Source: an optimization exercise on an open RTL-to-GDS flow (aim: small area and a short achievable clock period). Production flows keep margins and buffers that such runs may drop. The RTL was checked by simulation tests, not by an equivalence proof against the original design.

==> flow/design.v <==
`timescale 1ns/1ns
module datapath(
    input clk , rst , ldX , ldT , upd ,
    input signed [6:0] x1in , x2in ,
    input signed [1:0] tin ,
    output [1:0] tout ,
    output eq
);
    reg signed [6:0] x1 , x2 ;
    reg t1 ;
    reg [11:0] w1h , w2h ;
    reg [7:0] bhp ;
    wire [11:0] m = {12{tin[1]}} ;
    wire [11:0] x1e = {{5{x1in[6]}}, x1in} , x2e = {{5{x2in[6]}}, x2in} ;
    wire [11:0] p1 = w1h ^ m , p2 = w2h ^ m ;
    wire [11:0] s1 = p1 ^ x1e ^ {x1e[10:0], 1'b0} ;
    wire [11:0] c1 = p1 & x1e | p1 & {x1e[10:0], 1'b0} | x1e & {x1e[10:0], 1'b0} ;
    wire [11:0] s2 = p2 ^ x2e ^ {x2e[10:0], 1'b0} ;
    wire [11:0] c2 = p2 & x2e | p2 & {x2e[10:0], 1'b0} | x2e & {x2e[10:0], 1'b0} ;
    wire [11:0] w1u = (s1 + {c1[10:0], 1'b0}) ^ m ;
    wire [11:0] w2u = (s2 + {c2[10:0], 1'b0}) ^ m ;
    wire [7:0] bhu = tin[1] ? bhp - 8'd3 : bhp + 8'd3 ;
    wire [6:0] x1n = ldX ? x1in : x1 ;
    wire [6:0] x2n = ldX ? x2in : x2 ;
    wire [12:0] ws = {w1h[11], w1h} + {w2h[11], w2h} ;
    always @(posedge clk, posedge rst) begin
        if (rst) begin
            x1 <= 0 ; x2 <= 0 ; t1 <= 0 ;
            w1h <= 0 ; w2h <= 0 ; bhp <= 8'd16 ;
        end else begin
            x1 <= x1n ; x2 <= x2n ;
            if (ldT) t1 <= tin[1] ;
            if (upd) begin
                w1h <= w1u ; w2h <= w2u ; bhp <= bhu ;
            end
        end
    end
    wire sa0 = x1n[0] & ~x2n[0];
    wire sb0 = ~x1n[0] & x2n[0];
    wire sc0 = x1n[0] & x2n[0];
    wire sa1 = x1n[1] & ~x2n[1];
    wire sb1 = ~x1n[1] & x2n[1];
    wire sc1 = x1n[1] & x2n[1];
    wire sa2 = x1n[2] & ~x2n[2];
    wire sb2 = ~x1n[2] & x2n[2];
    wire sc2 = x1n[2] & x2n[2];
    wire sa3 = x1n[3] & ~x2n[3];
    wire sb3 = ~x1n[3] & x2n[3];
    wire sc3 = x1n[3] & x2n[3];
    wire sa4 = x1n[4] & ~x2n[4];
    wire sb4 = ~x1n[4] & x2n[4];
    wire sc4 = x1n[4] & x2n[4];
    wire sa5 = x1n[5] & ~x2n[5];
    wire sb5 = ~x1n[5] & x2n[5];
    wire sc5 = x1n[5] & x2n[5];
    wire sa6 = x1n[6] & ~x2n[6];
    wire sb6 = ~x1n[6] & x2n[6];
    wire sc6 = x1n[6] & x2n[6];
    wire n1 = (sa0 & w1h[2] | sb0 & w2h[2] | sc0 & ws[2]);
    wire n2 = (sa0 & w1h[3] | sb0 & w2h[3] | sc0 & ws[3]);
    wire n3 = (sa0 & w1h[4] | sb0 & w2h[4] | sc0 & ws[4]);
    wire n4 = (sa0 & w1h[5] | sb0 & w2h[5] | sc0 & ws[5]);
    wire n5 = (sa0 & w1h[6] | sb0 & w2h[6] | sc0 & ws[6]);
    wire n6 = (sa0 & w1h[7] | sb0 & w2h[7] | sc0 & ws[7]);
    wire n7 = (sa0 & w1h[8] | sb0 & w2h[8] | sc0 & ws[8]);
    wire n8 = (sa0 & w1h[9] | sb0 & w2h[9] | sc0 & ws[9]);
    wire n9 = (sa0 & w1h[10] | sb0 & w2h[10] | sc0 & ws[10]);
    wire n10 = (sa0 & w1h[11] | sb0 & w2h[11] | sc0 & ws[11]);
    wire n11 = ~(sa0 & w1h[11] | sb0 & w2h[11] | sc0 & ws[12]);
    wire n12 = (sa1 & w1h[1] | sb1 & w2h[1] | sc1 & ws[1]);
    wire n13 = (sa1 & w1h[2] | sb1 & w2h[2] | sc1 & ws[2]);
    wire n14 = (sa1 & w1h[3] | sb1 & w2h[3] | sc1 & ws[3]);
    wire n15 = (sa1 & w1h[4] | sb1 & w2h[4] | sc1 & ws[4]);
    wire n16 = (sa1 & w1h[5] | sb1 & w2h[5] | sc1 & ws[5]);
    wire n17 = (sa1 & w1h[6] | sb1 & w2h[6] | sc1 & ws[6]);
    wire n18 = (sa1 & w1h[7] | sb1 & w2h[7] | sc1 & ws[7]);
    wire n19 = (sa1 & w1h[8] | sb1 & w2h[8] | sc1 & ws[8]);
    wire n20 = (sa1 & w1h[9] | sb1 & w2h[9] | sc1 & ws[9]);
    wire n21 = (sa1 & w1h[10] | sb1 & w2h[10] | sc1 & ws[10]);
    wire n22 = (sa1 & w1h[11] | sb1 & w2h[11] | sc1 & ws[11]);
    wire n23 = ~(sa1 & w1h[11] | sb1 & w2h[11] | sc1 & ws[12]);
    wire n24 = (sa2 & w1h[0] | sb2 & w2h[0] | sc2 & ws[0]);
    wire n25 = (sa2 & w1h[1] | sb2 & w2h[1] | sc2 & ws[1]);
    wire n26 = (sa2 & w1h[2] | sb2 & w2h[2] | sc2 & ws[2]);
    wire n27 = (sa2 & w1h[3] | sb2 & w2h[3] | sc2 & ws[3]);
    wire n28 = (sa2 & w1h[4] | sb2 & w2h[4] | sc2 & ws[4]);
    wire n29 = (sa2 & w1h[5] | sb2 & w2h[5] | sc2 & ws[5]);
    wire n30 = (sa2 & w1h[6] | sb2 & w2h[6] | sc2 & ws[6]);
    wire n31 = (sa2 & w1h[7] | sb2 & w2h[7] | sc2 & ws[7]);
    wire n32 = (sa2 & w1h[8] | sb2 & w2h[8] | sc2 & ws[8]);
    wire n33 = (sa2 & w1h[9] | sb2 & w2h[9] | sc2 & ws[9]);
    wire n34 = (sa2 & w1h[10] | sb2 & w2h[10] | sc2 & ws[10]);
    wire n35 = (sa2 & w1h[11] | sb2 & w2h[11] | sc2 & ws[11]);
    wire n36 = ~(sa2 & w1h[11] | sb2 & w2h[11] | sc2 & ws[12]);
    wire n37 = (sa3 & w1h[0] | sb3 & w2h[0] | sc3 & ws[0]);
    wire n38 = (sa3 & w1h[1] | sb3 & w2h[1] | sc3 & ws[1]);
    wire n39 = (sa3 & w1h[2] | sb3 & w2h[2] | sc3 & ws[2]);
    wire n40 = (sa3 & w1h[3] | sb3 & w2h[3] | sc3 & ws[3]);
    wire n41 = (sa3 & w1h[4] | sb3 & w2h[4] | sc3 & ws[4]);
    wire n42 = (sa3 & w1h[5] | sb3 & w2h[5] | sc3 & ws[5]);
    wire n43 = (sa3 & w1h[6] | sb3 & w2h[6] | sc3 & ws[6]);
    wire n44 = (sa3 & w1h[7] | sb3 & w2h[7] | sc3 & ws[7]);
    wire n45 = (sa3 & w1h[8] | sb3 & w2h[8] | sc3 & ws[8]);
    wire n46 = (sa3 & w1h[9] | sb3 & w2h[9] | sc3 & ws[9]);
    wire n47 = (sa3 & w1h[10] | sb3 & w2h[10] | sc3 & ws[10]);
    wire n48 = (sa3 & w1h[11] | sb3 & w2h[11] | sc3 & ws[11]);
    wire n49 = ~(sa3 & w1h[11] | sb3 & w2h[11] | sc3 & ws[12]);
    wire n50 = (sa4 & w1h[0] | sb4 & w2h[0] | sc4 & ws[0]);
    wire n51 = (sa4 & w1h[1] | sb4 & w2h[1] | sc4 & ws[1]);
    wire n52 = (sa4 & w1h[2] | sb4 & w2h[2] | sc4 & ws[2]);
    wire n53 = (sa4 & w1h[3] | sb4 & w2h[3] | sc4 & ws[3]);
    wire n54 = (sa4 & w1h[4] | sb4 & w2h[4] | sc4 & ws[4]);
    wire n55 = (sa4 & w1h[5] | sb4 & w2h[5] | sc4 & ws[5]);
    wire n56 = (sa4 & w1h[6] | sb4 & w2h[6] | sc4 & ws[6]);
    wire n57 = (sa4 & w1h[7] | sb4 & w2h[7] | sc4 & ws[7]);
    wire n58 = (sa4 & w1h[8] | sb4 & w2h[8] | sc4 & ws[8]);
    wire n59 = (sa4 & w1h[9] | sb4 & w2h[9] | sc4 & ws[9]);
    wire n60 = (sa4 & w1h[10] | sb4 & w2h[10] | sc4 & ws[10]);
    wire n61 = (sa4 & w1h[11] | sb4 & w2h[11] | sc4 & ws[11]);
    wire n62 = (sa5 & w1h[0] | sb5 & w2h[0] | sc5 & ws[0]);
    wire n63 = (sa5 & w1h[1] | sb5 & w2h[1] | sc5 & ws[1]);
    wire n64 = (sa5 & w1h[2] | sb5 & w2h[2] | sc5 & ws[2]);
    wire n65 = (sa5 & w1h[3] | sb5 & w2h[3] | sc5 & ws[3]);
    wire n66 = (sa5 & w1h[4] | sb5 & w2h[4] | sc5 & ws[4]);
    wire n67 = (sa5 & w1h[5] | sb5 & w2h[5] | sc5 & ws[5]);
    wire n68 = (sa5 & w1h[6] | sb5 & w2h[6] | sc5 & ws[6]);
    wire n69 = (sa5 & w1h[7] | sb5 & w2h[7] | sc5 & ws[7]);
    wire n70 = (sa5 & w1h[8] | sb5 & w2h[8] | sc5 & ws[8]);
    wire n71 = (sa5 & w1h[9] | sb5 & w2h[9] | sc5 & ws[9]);
    wire n72 = (sa5 & w1h[10] | sb5 & w2h[10] | sc5 & ws[10]);
    wire n73 = ~(sa6 & w1h[0] | sb6 & w2h[0] | sc6 & ws[0]);
    wire n74 = ~(sa6 & w1h[1] | sb6 & w2h[1] | sc6 & ws[1]);
    wire n75 = ~(sa6 & w1h[2] | sb6 & w2h[2] | sc6 & ws[2]);
    wire n76 = ~(sa6 & w1h[3] | sb6 & w2h[3] | sc6 & ws[3]);
    wire n77 = ~(sa6 & w1h[4] | sb6 & w2h[4] | sc6 & ws[4]);
    wire n78 = ~(sa6 & w1h[5] | sb6 & w2h[5] | sc6 & ws[5]);
    wire n79 = ~(sa6 & w1h[6] | sb6 & w2h[6] | sc6 & ws[6]);
    wire n80 = ~(sa6 & w1h[7] | sb6 & w2h[7] | sc6 & ws[7]);
    wire n81 = ~(sa6 & w1h[8] | sb6 & w2h[8] | sc6 & ws[8]);
    wire n82 = ~(sa6 & w1h[9] | sb6 & w2h[9] | sc6 & ws[9]);
    wire [1:0] lo1 = {x1n[0] & w1h[1], x1n[0] & w1h[0]} ;
    wire [1:0] lo2 = {x2n[0] & w2h[1], x2n[0] & w2h[0]} ;
    wire [2:0] tlo = {1'b0, lo1 + lo2} + {1'b0, (x1n[1] & w1h[0]) ^ (x2n[1] & w2h[0]), 1'b0} ;
    wire [1:0] m1 = {(x1n[1] & w1h[0]) ^ (x1n[0] & w1h[1]), x1n[0] & w1h[0]} ;
    wire [1:0] m2 = {(x2n[1] & w2h[0]) ^ (x2n[0] & w2h[1]), x2n[0] & w2h[0]} ;
    wire [3:0] kq = {1'b0, tlo} + 4'd4 - {2'b0, m1} - {2'b0, m2} ;
    wire n83 = 1'b1 ^ n1 ^ n12;
    wire n84 = 1'b1 & n1 | 1'b1 & n12 | n1 & n12;
    wire n85 = n24 ^ kq[2] ^ n83;
    wire n86 = n24 & kq[2] | n24 & n83 | kq[2] & n83;
    wire n87 = 1'b1 ^ n2 ^ n13;
    wire n88 = 1'b1 & n2 | 1'b1 & n13 | n2 & n13;
    wire n89 = n25 ^ n37 ^ kq[3];
    wire n90 = n25 & n37 | n25 & kq[3] | n37 & kq[3];
    wire n91 = n84 ^ n87 ^ n89;
    wire n92 = n84 & n87 | n84 & n89 | n87 & n89;
    wire n93 = 1'b1 ^ n3 ^ n14;
    wire n94 = 1'b1 & n3 | 1'b1 & n14 | n3 & n14;
    wire n95 = n26 ^ n38 ^ n50;
    wire n96 = n26 & n38 | n26 & n50 | n38 & n50;
    wire n97 = n88 ^ n93 ^ n95;
    wire n98 = n88 & n93 | n88 & n95 | n93 & n95;
    wire n99 = n90 ^ n97 ^ n92;
    wire n100 = n90 & n97 | n90 & n92 | n97 & n92;
    wire n101 = 1'b1 ^ n4 ^ n15;
    wire n102 = 1'b1 & n4 | 1'b1 & n15 | n4 & n15;
    wire n103 = n27 ^ n39 ^ n51;
    wire n104 = n27 & n39 | n27 & n51 | n39 & n51;
    wire n105 = n62 ^ n94 ^ n96;
    wire n106 = n62 & n94 | n62 & n96 | n94 & n96;
    wire n107 = n101 ^ n103 ^ n105;
    wire n108 = n101 & n103 | n101 & n105 | n103 & n105;
    wire n109 = n98 ^ n107 ^ n100;
    wire n110 = n98 & n107 | n98 & n100 | n107 & n100;
    wire n111 = n5 ^ n16 ^ n28;
    wire n112 = n5 & n16 | n5 & n28 | n16 & n28;
    wire n113 = n40 ^ n52 ^ n63;
    wire n114 = n40 & n52 | n40 & n63 | n52 & n63;
    wire n115 = n73 ^ n102 ^ n104;
    wire n116 = n73 & n102 | n73 & n104 | n102 & n104;
    wire n117 = n111 ^ n113 ^ n106;
    wire n118 = n111 & n113 | n111 & n106 | n113 & n106;
    wire n119 = n115 ^ n108 ^ n117;
    wire n120 = n115 & n108 | n115 & n117 | n108 & n117;
    wire n121 = n6 ^ n17 ^ n29;
    wire n122 = n6 & n17 | n6 & n29 | n17 & n29;
    wire n123 = n41 ^ n53 ^ n64;
    wire n124 = n41 & n53 | n41 & n64 | n53 & n64;
    wire n125 = n74 ^ n112 ^ n114;
    wire n126 = n74 & n112 | n74 & n114 | n112 & n114;
    wire n127 = n121 ^ n123 ^ n116;
    wire n128 = n121 & n123 | n121 & n116 | n123 & n116;
    wire n129 = n125 ^ n118 ^ n127;
    wire n130 = n125 & n118 | n125 & n127 | n118 & n127;
    wire n131 = bhp[0] ^ n7 ^ n18;
    wire n132 = bhp[0] & n7 | bhp[0] & n18 | n7 & n18;
    wire n133 = n30 ^ n42 ^ n54;
    wire n134 = n30 & n42 | n30 & n54 | n42 & n54;
    wire n135 = n65 ^ n75 ^ n122;
    wire n136 = n65 & n75 | n65 & n122 | n75 & n122;
    wire n137 = n124 ^ n131 ^ n133;
    wire n138 = n124 & n131 | n124 & n133 | n131 & n133;
    wire n139 = n126 ^ n135 ^ n137;
    wire n140 = n126 & n135 | n126 & n137 | n135 & n137;
    wire n141 = n128 ^ n139 ^ n130;
    wire n142 = n128 & n139 | n128 & n130 | n139 & n130;
    wire n143 = bhp[1] ^ n8 ^ n19;
    wire n144 = bhp[1] & n8 | bhp[1] & n19 | n8 & n19;
    wire n145 = n31 ^ n43 ^ n55;
    wire n146 = n31 & n43 | n31 & n55 | n43 & n55;
    wire n147 = n66 ^ n76 ^ n132;
    wire n148 = n66 & n76 | n66 & n132 | n76 & n132;
    wire n149 = n134 ^ n143 ^ n145;
    wire n150 = n134 & n143 | n134 & n145 | n143 & n145;
    wire n151 = n136 ^ n147 ^ n138;
    wire n152 = n136 & n147 | n136 & n138 | n147 & n138;
    wire n153 = n149 ^ n140 ^ n151;
    wire n154 = n149 & n140 | n149 & n151 | n140 & n151;
    wire n155 = bhp[2] ^ n9 ^ n20;
    wire n156 = bhp[2] & n9 | bhp[2] & n20 | n9 & n20;
    wire n157 = n32 ^ n44 ^ n56;
    wire n158 = n32 & n44 | n32 & n56 | n44 & n56;
    wire n159 = n67 ^ n77 ^ n144;
    wire n160 = n67 & n77 | n67 & n144 | n77 & n144;
    wire n161 = n146 ^ n155 ^ n157;
    wire n162 = n146 & n155 | n146 & n157 | n155 & n157;
    wire n163 = n148 ^ n159 ^ n150;
    wire n164 = n148 & n159 | n148 & n150 | n159 & n150;
    wire n165 = n161 ^ n152 ^ n163;
    wire n166 = n161 & n152 | n161 & n163 | n152 & n163;
    wire n167 = bhp[3] ^ n10 ^ n21;
    wire n168 = bhp[3] & n10 | bhp[3] & n21 | n10 & n21;
    wire n169 = n33 ^ n45 ^ n57;
    wire n170 = n33 & n45 | n33 & n57 | n45 & n57;
    wire n171 = n68 ^ n78 ^ n156;
    wire n172 = n68 & n78 | n68 & n156 | n78 & n156;
    wire n173 = n158 ^ n167 ^ n169;
    wire n174 = n158 & n167 | n158 & n169 | n167 & n169;
    wire n175 = n160 ^ n171 ^ n162;
    wire n176 = n160 & n171 | n160 & n162 | n171 & n162;
    wire n177 = n173 ^ n164 ^ n175;
    wire n178 = n173 & n164 | n173 & n175 | n164 & n175;
    wire n179 = bhp[4] ^ n11 ^ n22;
    wire n180 = bhp[4] & n11 | bhp[4] & n22 | n11 & n22;
    wire n181 = n34 ^ n46 ^ n58;
    wire n182 = n34 & n46 | n34 & n58 | n46 & n58;
    wire n183 = n69 ^ n79 ^ n168;
    wire n184 = n69 & n79 | n69 & n168 | n79 & n168;
    wire n185 = n170 ^ n179 ^ n181;
    wire n186 = n170 & n179 | n170 & n181 | n179 & n181;
    wire n187 = n172 ^ n183 ^ n174;
    wire n188 = n172 & n183 | n172 & n174 | n183 & n174;
    wire n189 = n185 ^ n176 ^ n187;
    wire n190 = n185 & n176 | n185 & n187 | n176 & n187;
    wire n191 = bhp[5] ^ n23 ^ n35;
    wire n192 = bhp[5] & n23 | bhp[5] & n35 | n23 & n35;
    wire n193 = n47 ^ n59 ^ n70;
    wire n194 = n47 & n59 | n47 & n70 | n59 & n70;
    wire n195 = n80 ^ n180 ^ n182;
    wire n196 = n80 & n180 | n80 & n182 | n180 & n182;
    wire n197 = n191 ^ n193 ^ n184;
    wire n198 = n191 & n193 | n191 & n184 | n193 & n184;
    wire n199 = n195 ^ n186 ^ n188;
    wire n200 = n195 & n186 | n195 & n188 | n186 & n188;
    wire n201 = n197 ^ n190 ^ n199;
    wire n202 = n197 & n190 | n197 & n199 | n190 & n199;
    wire n203 = bhp[6] ^ n36 ^ n48;
    wire n204 = bhp[6] & n36 | bhp[6] & n48 | n36 & n48;
    wire n205 = n60 ^ n71 ^ n81;
    wire n206 = n60 & n71 | n60 & n81 | n71 & n81;
    wire n207 = n192 ^ n194 ^ n203;
    wire n208 = n192 & n194 | n192 & n203 | n194 & n203;
    wire n209 = n205 ^ n196 ^ n207;
    wire n210 = n205 & n196 | n205 & n207 | n196 & n207;
    wire n211 = n198 ^ n209 ^ n200;
    wire n212 = n198 & n209 | n198 & n200 | n209 & n200;
    wire n213 = bhp[7] ^ n49 ^ n61;
    wire n214 = n72 ^ n82 ^ n204;
    wire n215 = n206 ^ n213 ^ n214;
    wire n216 = n208 ^ n210 ^ n215;
    reg [13:0] csa , csb ;
    always @(posedge clk, posedge rst) begin
        if (rst) begin csa <= 0 ; csb <= 0 ; end
        else begin csa <= {n212, n202, n201, n178, n166, n154, n142, n141, n120, n110, n109, n99, n86, n85} ; csb <= {n216, n211, 1'b0, n189, n177, n165, n153, 1'b0, n129, n119, 1'b0, 1'b0, n91, 1'b0} ; end
    end
    wire [13:0] s = csa + csb ;
    assign eq = ~(s[13] ^ t1) ;
    assign tout = { s[13] , 1'b1 } ;
endmodule
`timescale 1ns/1ns
module controller(
    input clk , rst , eq , start , EOF , EOI ,
    output ldX , ldT , upd , updating ,
    output reg learned
);
    reg [2:0] ps, ns;
    localparam [2:0] idle = 0, starting = 1, toLearn = 2, getX = 3, update = 4, test = 5;
    always @(*) begin
        case (ps)
            idle     : ns = start ? starting : idle;
            starting : ns = learned ? test : toLearn;
            toLearn  : ns = getX;
            getX     : ns = EOF ? starting : (eq ? getX : update);
            update   : ns = getX;
            test     : ns = EOI ? idle : test;
            default  : ns = idle;
        endcase
    end
    assign ldX = (ps == getX) | (ps == test);
    assign ldT = (ps == getX);
    assign upd = (ps == getX) & ~EOF & ~eq;
    assign updating = (ps == getX) & ~eq;
    always @(posedge clk, posedge rst) begin
        if (rst) learned <= 1'b0;
        else if (ns == toLearn) learned <= 1'b1;
        else if (ns == update) learned <= 1'b0;
    end
    always @(posedge clk, posedge rst) begin
        if (rst) ps <= idle;
        else ps <= ns;
    end
endmodule
`timescale 1ns/1ns
module neuron(
    input clk , rst , start , EOI , EOF ,
    input signed [6:0] x1 , x2 ,
    input signed [1:0] tin ,
    output learned , updating ,
    output signed [1:0] tout
);
    wire ldX, ldT, upd, eq;
    datapath dp(
        .clk(clk), .rst(rst), .ldX(ldX), .ldT(ldT), .upd(upd),
        .x1in(x1), .x2in(x2), .tin(tin), .tout(tout), .eq(eq)
    );
    controller ct(
        .clk(clk), .rst(rst), .eq(eq), .start(start), .EOF(EOF), .EOI(EOI),
        .ldX(ldX), .ldT(ldT), .upd(upd), .updating(updating), .learned(learned)
    );
endmodule
==> flow/run.sh <==
#!/bin/bash
# synth_recipe.tcl (not shown) runs the flow's synth.tcl, then flattens the netlist and writes it again
# the make line also repeats each setting of config.mk as NAME=value (left out here)
make -C /OpenROAD-flow-scripts/flow DESIGN_CONFIG=/design/flow/config.mk WORK_HOME=/design/flow/orfs CLKGATE_MAP_FILE= SYNTH_SCRIPT=/design/flow/synth_recipe.tcl finish
==> flow/config.mk <==
export PLATFORM = sky130hd
export DESIGN_NAME = neuron
export DESIGN_NICKNAME = neuron
export VERILOG_FILES = /design/flow/design.v
export SDC_FILE = /design/flow/constraint.sdc
export NUM_CORES = 4
export LEC_CHECK = 0
export CAP_MARGIN = 20
export CORE_MARGIN = 2
export CORE_UTILIZATION = 40
export SLEW_MARGIN = 20
==> flow/constraint.sdc <==
create_clock -name core_clock -period 9.5 [get_ports {clk}]
set_input_delay 1.9000 -clock core_clock [delete_from_list [all_inputs] [get_ports {clk}]]
set_output_delay 1.9000 -clock core_clock [all_outputs]
set_load 0.01 [all_outputs]
==> impl_metrics.env, run 1 <==
export IMPL_outcome="complete, no violations"
export IMPL_drt_wl_total_um=21200
export IMPL_initial_antenna_violation_count=0
export IMPL_slowest_cell_on_the_critical_path="sky130_fd_sc_hd__a21oi_1"
export IMPL_start_util_pct=40.8
export IMPL_chipWidth_um=150
export IMPL_setup_reg_to_reg_worst_slack_ns=3.90
export IMPL_synth_edf_count=0
export IMPL_drt_vias_per_instance=5.26
export IMPL_critPathCaptureType="flop"
export IMPL_post_synth_main_area_contributors="sky130_fd_sc_hd__dfrtp_1 21%, sky130_fd_sc_hd__fa_1 18%, sky130_fd_sc_hd__ha_1 8.0%"
export IMPL_postLayoutCoreUtil_pct=44.5
export IMPL_overflow=0
export IMPL_hold_viol=0
export IMPL_synth_net_count=1153
export IMPL_finish_instance_area_um2=9360
export IMPL_cells_after_synth=1000
export IMPL_numClockSinks=73
export IMPL_cpLargestDelayFamily="simple AND/OR/NAND/NOR gates"
export IMPL_cts_max_path_buffers=2
export IMPL_hold_slack_ns=0.498
export IMPL_fillCellCount=2033
export IMPL_detail_route_wl_per_cell_um=16.7
export IMPL_fin_ws_ns=2.71
export IMPL_grt_max_degree=74
export IMPL_type_of_the_setup_path_with_the_least_slack="primary input to flop"
export IMPL_gr_usage_all_layers_pct=20.4
export IMPL_drtAntennaViolNets=0
export IMPL_worst_endpoint_required_ns=9.75
export IMPL_synth_top_cells_by_count="126 x sky130_fd_sc_hd__inv_1, 99 x sky130_fd_sc_hd__a21oi_1, 88 x sky130_fd_sc_hd__nand2_1, 78 x sky130_fd_sc_hd__nor2_1, 77 x sky130_fd_sc_hd__fa_1"
export IMPL_flow_area_growth_from_synthesis_pct=9.24
export IMPL_cp_common_cell="sky130_fd_sc_hd__xnor2_1"
export IMPL_place_ws_ns=2.38
export IMPL_synth_largest_area_cell="sky130_fd_sc_hd__dfrtp_1"
export IMPL_final_period_minus_worst_setup_slack_ns=6.79
export IMPL_worst_clock_skew_ns=0.00893
export IMPL_yosysUniqueCellTypes=63
export IMPL_clock_root_buffer="sky130_fd_sc_hd__clkbuf_16"
export IMPL_vias=6678
export IMPL_setup_viol_count_final=0
export IMPL_hold_path_class="flop to flop"
export IMPL_wire_length_of_the_first_global_routing_pass_um=35700
export IMPL_clkLatencyLatePin_ns=0.36
export IMPL_placeableCoreArea_um2=21000
export IMPL_slew_viol_final=0
export IMPL_proportion_of_synthesized_flip_flops_having_asynchronous_set_or_reset_pct=100
export IMPL_floorplan_die_height_um=150
export IMPL_dpl_instance_area_um2=8980
export IMPL_synth_top_area_share_pct=21.0
export IMPL_insertedDiodeCount=0
export IMPL_post_cts_resized_instances=0
export IMPL_netlist_area_um2=8570
export IMPL_cts_buffers_inserted=9
export IMPL_crit_path_cell_trace="clkdlybuf4s50_1 -> inv_1 -> nor2_1 -> a21oi_1 -> inv_1 -> nor2_1 -> nand2_1 -> o21ai_0 -> fa_1 -> inv_1 -> fa_1 -> fa_1 -> xnor2_1 -> xnor2_1 -> xnor2_1 -> or3_1 -> nand2_1 -> xnor2_1 -> xnor2_1"
export IMPL_crit_path_start_kind="primary input"
export IMPL_timing_worst_slew_pin_value_ns=1.04
export IMPL_seq_total_area_yosys_pct=21.3
export IMPL_drtPass1Iterations=5
export IMPL_grt_pass1_vias=6702
export IMPL_tritoncts="yes"
export IMPL_yosysMostFrequentCell="sky130_fd_sc_hd__inv_1"
export IMPL_ctsHtreeMaxLevel=3
export IMPL_final_layout_size_suffix_gt1_share_pct=6.03
export IMPL_top_level_ports=25
export IMPL_ys_dominant_reg_cell="sky130_fd_sc_hd__dfrtp_1"
export IMPL_post_cts_setup_buffers=0
export IMPL_rsz0062_at_grt="false"
export IMPL_worstPathArrival_ns=7.04
export IMPL_initial_drc_count=476
export IMPL_achievable_frequency_mhz=147
export IMPL_fp_row_count=53
export IMPL_place_congestion=0.866
export IMPL_dpl_hpwl_um=16100
export IMPL_cts_reportedPaths_clkPinSlew_ns=0.06
export IMPL_cts_hold_buffers=0
export IMPL_area_of_the_die_um2=22600
export IMPL_setup_tns_ns=0
export IMPL_relSlewSlack_pct=30.5
export IMPL_min_period_over_period_pct=71.5
export IMPL_io_buffers=22
export IMPL_finalNetCount=1143
export IMPL_post_synth_cell_area_avg_um2=8.57
export IMPL_post_detailed_route_drc_marker_count=0
export IMPL_drv_cap=0
export IMPL_crit_path_max_fanout=12
export IMPL_timing_critical_path_buf_inv=4
export IMPL_ys_ff_latch=73
export IMPL_yosys_warnings=2
export IMPL_crit_path_max_incr_delay_ns=0.80
[registers in the layout, indices dropped and copies added (netlist names)]
name        flops
dp.csa         13
dp.bhp          8
dp.x2           7
ct.ps           3
dp.csb          9
dp.x1           7
ct.learned      1
dp.t1           1
dp.w2h         12
dp.w1h         12
[through the flow]
step | std cells
after floorplan | 1000
after global placement | 1253
after detailed placement | 1253
after CTS | 1269
after global routing | 1270
final | 1270
[kinds of logic (layout without fill, tap and decap cells)]
group | Yosys count | after routing | synth area share, %
xor gates and xnor gates | 95 | 95 | 9.80
adders and majority gates | 132 | 132 | 26.0
AOI/OAI and AO/OA | 242 | 242 | 16.6
muxes | 57 | 57 | 6.94
other | 1 | 1 | 0.0438
buffers and inverters | 191 | 186 | 8.79
and+or+nand+nor | 209 | 209 | 10.5
DFF | 73 | 73 | 21.3
[placed cells by master (no fill, tap or decap), types with 4 or more instances in the layout]
cell type	count
sky130_fd_sc_hd__inv_1	125
sky130_fd_sc_hd__a21oi_1	98
sky130_fd_sc_hd__nand2_1	88
sky130_fd_sc_hd__nor2_1	78
sky130_fd_sc_hd__fa_1	77
sky130_fd_sc_hd__dfrtp_1	72
sky130_fd_sc_hd__o21ai_0	69
sky130_fd_sc_hd__xnor2_1	68
sky130_fd_sc_hd__ha_1	55
sky130_fd_sc_hd__mux2i_1	47
sky130_fd_sc_hd__xor2_1	26
sky130_fd_sc_hd__clkdlybuf4s50_1	21
sky130_fd_sc_hd__a22oi_1	15
sky130_fd_sc_hd__buf_4	14
sky130_fd_sc_hd__a21o_1	12
sky130_fd_sc_hd__clkbuf_16	9
sky130_fd_sc_hd__o21bai_1	8
sky130_fd_sc_hd__inv_2	7
sky130_fd_sc_hd__nor2b_1	6
sky130_fd_sc_hd__mux2_2	6
sky130_fd_sc_hd__and3_1	5
sky130_fd_sc_hd__nor3_1	5
sky130_fd_sc_hd__nand3_1	5
sky130_fd_sc_hd__o31ai_1	5
sky130_fd_sc_hd__a22o_1	5
sky130_fd_sc_hd__a21oi_2	4
sky130_fd_sc_hd__a31oi_1	4
[area by class of cell]
type / instances / area (µm²) / area share [%]
Clock inverter: 7 / 119 / 1.27
Clock buffer: 9 / 225 / 2.41
Tap cell: 275 / 344 / 3.68
Multi-Input combinational cell: 736 / 6000 / 64.1
Timing Repair Buffer: 37 / 348 / 3.72
Sequential cell: 73 / 1830 / 19.5
Inverter: 133 / 499 / 5.33
[metal layers]
layer | up-vias | global-route usage, % | share of wire (%)
met4 | 0 | 7.17 | 2.8
li1 | 3253 | - | -
met1 | 3205 | 28.2 | 47
met3 | 36 | 2.88 | 5.0
met2 | 184 | 32.8 | 46
met5 | - | 0 | 0
[final timing paths]
check,start,endpoint,depth (start not counted)
setup / recovery,x1[3],dp.csb[13],19
hold / removal,dp.t1,dp.t1,2
setup reg to reg,dp.w2h[0],dp.csb[13],22
hold reg to reg,dp.t1,dp.t1,2
max in group asynchronous,rst,dp.bhp[4],4
min in group asynchronous,rst,ct.ps[2],3
[worst min-delay path, stage by stage (launching register included)]
cell and delay (ns):
sky130_fd_sc_hd__dfrtp_1 0.35, sky130_fd_sc_hd__nand2_1 0.05, sky130_fd_sc_hd__o21ai_0 0.06
==> run 2, diff against run 1 <==
--- a/flow/config.mk
+++ b/flow/config.mk
@@ -9,3 +9,4 @@
 export CORE_MARGIN = 2
 export CORE_UTILIZATION = 40
+export SETUP_SLACK_MARGIN = 5
 export SLEW_MARGIN = 20
==> run 2 against run 1 <==
Compared with the run above:
- first-iteration DRC count up 25%
- global-route usage increased by 2.4 points
- wire length increased by 15%
- sequential cell count did not move
- critical path depth is 1 higher
- non-clock buffer count increased by 90
- clock skew up 0.0027 ns
- register-to-register slack better by 0.61 ns
==> impl_metrics.env, run 2 <==
export IMPL_post_synth_cell_area_avg_um2=8.57
export IMPL_outcome="complete, no violations"
export IMPL_achievable_frequency_mhz=194
export IMPL_synth_edf_count=0
export IMPL_drv_cap=0
export IMPL_drt_met1_wl_um=10600
export IMPL_layout_common_cells="93 x sky130_fd_sc_hd__inv_1, 81 x sky130_fd_sc_hd__nand2_1, 77 x sky130_fd_sc_hd__buf_4, 70 x sky130_fd_sc_hd__a21oi_1, 64 x sky130_fd_sc_hd__dfrtp_1"
export IMPL_post_detailed_route_drc_marker_count=0
export IMPL_flow_area_growth_from_synthesis_pct=28.3
export IMPL_critPathCaptureType="flop"
export IMPL_placeableCoreArea_um2=21000
export IMPL_relSlewSlack_pct=45.7
export IMPL_worst_r2r_endpoint="dp.csb[13]"
export IMPL_ctsHtreeMaxLevel=3
export IMPL_place_congestion=0.886
export IMPL_worstHoldEndpoint="dp.bhp[7]"
export IMPL_synth_top_cells_by_count="126 x sky130_fd_sc_hd__inv_1, 99 x sky130_fd_sc_hd__a21oi_1, 88 x sky130_fd_sc_hd__nand2_1, 78 x sky130_fd_sc_hd__nor2_1, 77 x sky130_fd_sc_hd__fa_1"
export IMPL_grt_max_degree=74
export IMPL_start_util_pct=40.8
export IMPL_worst_r2r_startpoint="dp.w2h[0]"
export IMPL_initial_antenna_violation_count=0
export IMPL_vias=7257
export IMPL_wire_length_of_the_first_global_routing_pass_um=39400
export IMPL_yosysUniqueCellTypes=63
export IMPL_netlist_area_um2=8570
export IMPL_io_buffers=22
export IMPL_worst_hold_path_num_cells=1
export IMPL_finalNetCount=1233
export IMPL_dpl_hpwl_um=16200
export IMPL_gr_usage_all_layers_pct=22.8
export IMPL_crit_path_max_fanout=2
export IMPL_tritoncts="yes"
export IMPL_largest_reg_flops=13
export IMPL_most_common_cell_after_layout_fill_and_taps_aside="sky130_fd_sc_hd__inv_1"
export IMPL_setup_tns_ns=0
export IMPL_area_of_the_die_um2=22600
export IMPL_post_synth_main_area_contributors="sky130_fd_sc_hd__dfrtp_1 21%, sky130_fd_sc_hd__fa_1 18%, sky130_fd_sc_hd__ha_1 8.0%"
export IMPL_top_level_ports=25
export IMPL_proportion_of_synthesized_flip_flops_having_asynchronous_set_or_reset_pct=100
export IMPL_yosysMostFrequentCell="sky130_fd_sc_hd__inv_1"
export IMPL_final_period_minus_worst_setup_slack_ns=5.16
export IMPL_numClockSinks=73
export IMPL_hold_viol=0
export IMPL_drtPass1Iterations=5
export IMPL_clock_root_buffer="sky130_fd_sc_hd__clkbuf_16"
export IMPL_final_layout_size_suffix_gt1_share_pct=30.9
export IMPL_worst_endpoint_required_ns=9.75
export IMPL_largest_registers="dp.csa (13), dp.w1h (12), dp.w2h (12)"
export IMPL_worst_clock_skew_ns=0.0116
export IMPL_clkLatencyLatePin_ns=0.35
export IMPL_slew_viol_final=0
export IMPL_cts_max_path_buffers=2
export IMPL_synth_largest_area_cell="sky130_fd_sc_hd__dfrtp_1"
export IMPL_cells_after_synth=1000
export IMPL_hp_start="dp.bhp[7]"
export IMPL_setup_reg_to_reg_worst_slack_ns=4.51
export IMPL_rsz0062_at_grt="true"
export IMPL_synth_top_area_share_pct=21.0
export IMPL_ys_ff_latch=73
export IMPL_min_period_over_period_pct=54.3
export IMPL_synth_net_count=1153
export IMPL_chipWidth_um=150
export IMPL_timing_worst_slew_pin_value_ns=0.809
export IMPL_fp_row_count=53
export IMPL_ys_dominant_reg_cell="sky130_fd_sc_hd__dfrtp_1"
export IMPL_seq_total_area_yosys_pct=21.3
export IMPL_overflow=0
export IMPL_cts_buffers_inserted=9
export IMPL_worstRegToRegCells=22
export IMPL_drt_wl_total_um=24200
export IMPL_largest_register="dp.csa"
export IMPL_initial_drc_count=594
export IMPL_crit_path_start_kind="primary input"
export IMPL_setup_viol_count_final=0
export IMPL_yosys_warnings=2
export IMPL_worstPathArrival_ns=5.41
export IMPL_cts_reportedPaths_clkPinSlew_ns=0.06
export IMPL_drt_vias_per_instance=5.33
export IMPL_place_ws_ns=2.97
export IMPL_grt_pass1_vias=7335
export IMPL_hold_path_class="flop to flop"
export IMPL_type_of_the_setup_path_with_the_least_slack="primary input to flop"
export IMPL_detailed_routed_wire_length_on_met2_um=10800
export IMPL_dr_wl_met3_um=1920
export IMPL_fin_ws_ns=4.34
export IMPL_drtAntennaViolNets=0
export IMPL_hold_slack_ns=0.495
export IMPL_floorplan_die_height_um=150
export IMPL_detail_route_wl_per_cell_um=17.8
export IMPL_top_layer="met4"
==> run 2: changes by cell type in the layout (fill, tap and decap cells not counted), moves of 14 or more <==
cell                              delta
sky130_fd_sc_hd__inv_2              +19
sky130_fd_sc_hd__inv_1              -32
sky130_fd_sc_hd__a21oi_1            -28
sky130_fd_sc_hd__a21oi_2            +18
sky130_fd_sc_hd__buf_6              +21
sky130_fd_sc_hd__fa_1               -35
sky130_fd_sc_hd__o21ai_2            +15
sky130_fd_sc_hd__o21ai_0            -20
sky130_fd_sc_hd__fa_2               +35
sky130_fd_sc_hd__nor2_4             +14
sky130_fd_sc_hd__clkdlybuf4s50_1    -16
sky130_fd_sc_hd__nor2_1             -15
sky130_fd_sc_hd__buf_4              +63
==> run 2: repair_timing <==
action,CTS,global route
pin swaps,65,41
setup buffers,82,12
hold buffers,0,0
endpoints found under the setup margin,31,24
resized for setup,206,72
cloned,1,0
==> run 2: cell families (layout without fill, tap and decap cells) <==
kind of cell / after synthesis / in the layout / share of synthesized area (%)
DFF: 73 / 73 / 21.3
and+or+nand+nor: 209 / 209 / 10.5
adders and majority gates: 132 / 132 / 26.0
muxes: 57 / 57 / 6.94
xor gates and xnor gates: 95 / 95 / 9.80
AOI/OAI and AO/OA: 242 / 242 / 16.6
buffers and inverters: 191 / 276 / 8.79
other: 1 / 2 / 0.0438
==> run 2: per-layer routing <==
metal | vias to the layer above | global-route usage [%]
li1 | 3438 | -
met3 | 78 | 5.27
met1 | 3481 | 31.1
met2 | 260 | 35.0
met5 | - | 0
met4 | 0 | 9.29
==> run 2: final cells by class <==
class / count / area, µm²
Timing Repair Buffer: 127 / 1200
Clock buffer: 10 / 229
Sequential cell: 73 / 1840
Tap cell: 275 / 344
Inverter: 133 / 573
Multi-Input combinational cell: 736 / 6740
Antenna cell: 1 / 2.50
Fill cell: 1856 / 10000
Clock inverter: 6 / 67.6
==> run 2: critical path, stage by stage <==
cell and delay, ns:
sky130_fd_sc_hd__buf_6 0.09, sky130_fd_sc_hd__inv_4 0.05, sky130_fd_sc_hd__nor2_2 0.03, sky130_fd_sc_hd__a21oi_2 0.13
sky130_fd_sc_hd__buf_4 0.15, sky130_fd_sc_hd__clkinvlp_4 0.11, sky130_fd_sc_hd__nor2_4 0.21, sky130_fd_sc_hd__nand2_2 0.10
sky130_fd_sc_hd__nand2_2 0.13, sky130_fd_sc_hd__a31oi_4 0.04, sky130_fd_sc_hd__fa_2 0.37, sky130_fd_sc_hd__fa_1 0.50
sky130_fd_sc_hd__fa_2 0.37, sky130_fd_sc_hd__xnor2_2 0.15, sky130_fd_sc_hd__xnor2_1 0.19, sky130_fd_sc_hd__xnor2_1 0.12
sky130_fd_sc_hd__or3_1 0.33, sky130_fd_sc_hd__nand2_2 0.10, sky130_fd_sc_hd__xnor2_2 0.09, sky130_fd_sc_hd__xnor2_2 0.23
==> run 2: worst max-delay path by stage <==
stage | from | end | slack, ns
finish | x1[2] | dp.csb[13] | 4.34
global route | x1[2] | dp.csb[13] | 4.24
CTS | x1[2] | dp.csb[13] | 4.35
detailed placement | x1[6] | dp.csb[13] | 2.97
global placement | x1[6] | dp.csb[13] | 2.94
floorplan | x1[0] | dp.csa[3] | 4.16
==> run 2: through the flow <==
| step | cell area, µm² | cells | utilization (%) |
|---|---|---|---|
| CTS | 10700 | 1348 | 50.9 |
| global placement | 9160 | 1249 | 43.6 |
| floorplan | 8890 | 1000 | - |
| detailed placement | 9160 | 1249 | 43.6 |
| finish | 11000 | 1361 | 52.3 |
| global route | 11000 | 1360 | 52.3 |

separate check: timing with driven ports:
In the flow no input, the clock included, has a driving cell. The finished layouts below were timed again as built, in two steps. Step 1: set_driving_cell puts a clkbuf_16 on clk and a buf_2 on each other input, an assumption about the parent block. Step 2, shift: input delay + t, output delay - t, t = (earliest + latest rising clock arrival at the registers) / 2. This alone moves slack from input paths to output paths. a / b / c = ideal ports / drivers / drivers and shift; a / b = the first two.
run	t, ns	setup WS [ns]	hold slack, ns	latest minus earliest clock arrival (ns)	worst slew at a driven data input, ns
run 1	0.399	2.705 / 2.731 / 2.332	0.498 / 0.498 / 0.498	0.009 / 0.009	0.04
run 2	0.394	4.342 / 4.357 / 3.963	0.495 / 0.495 / 0.495	0.012 / 0.012	0.06
After both steps setup and hold are still met in every run listed. The setup slack of run 2, which loses most, moves by +0.015 ns with the drivers and by -0.379 ns with both steps.
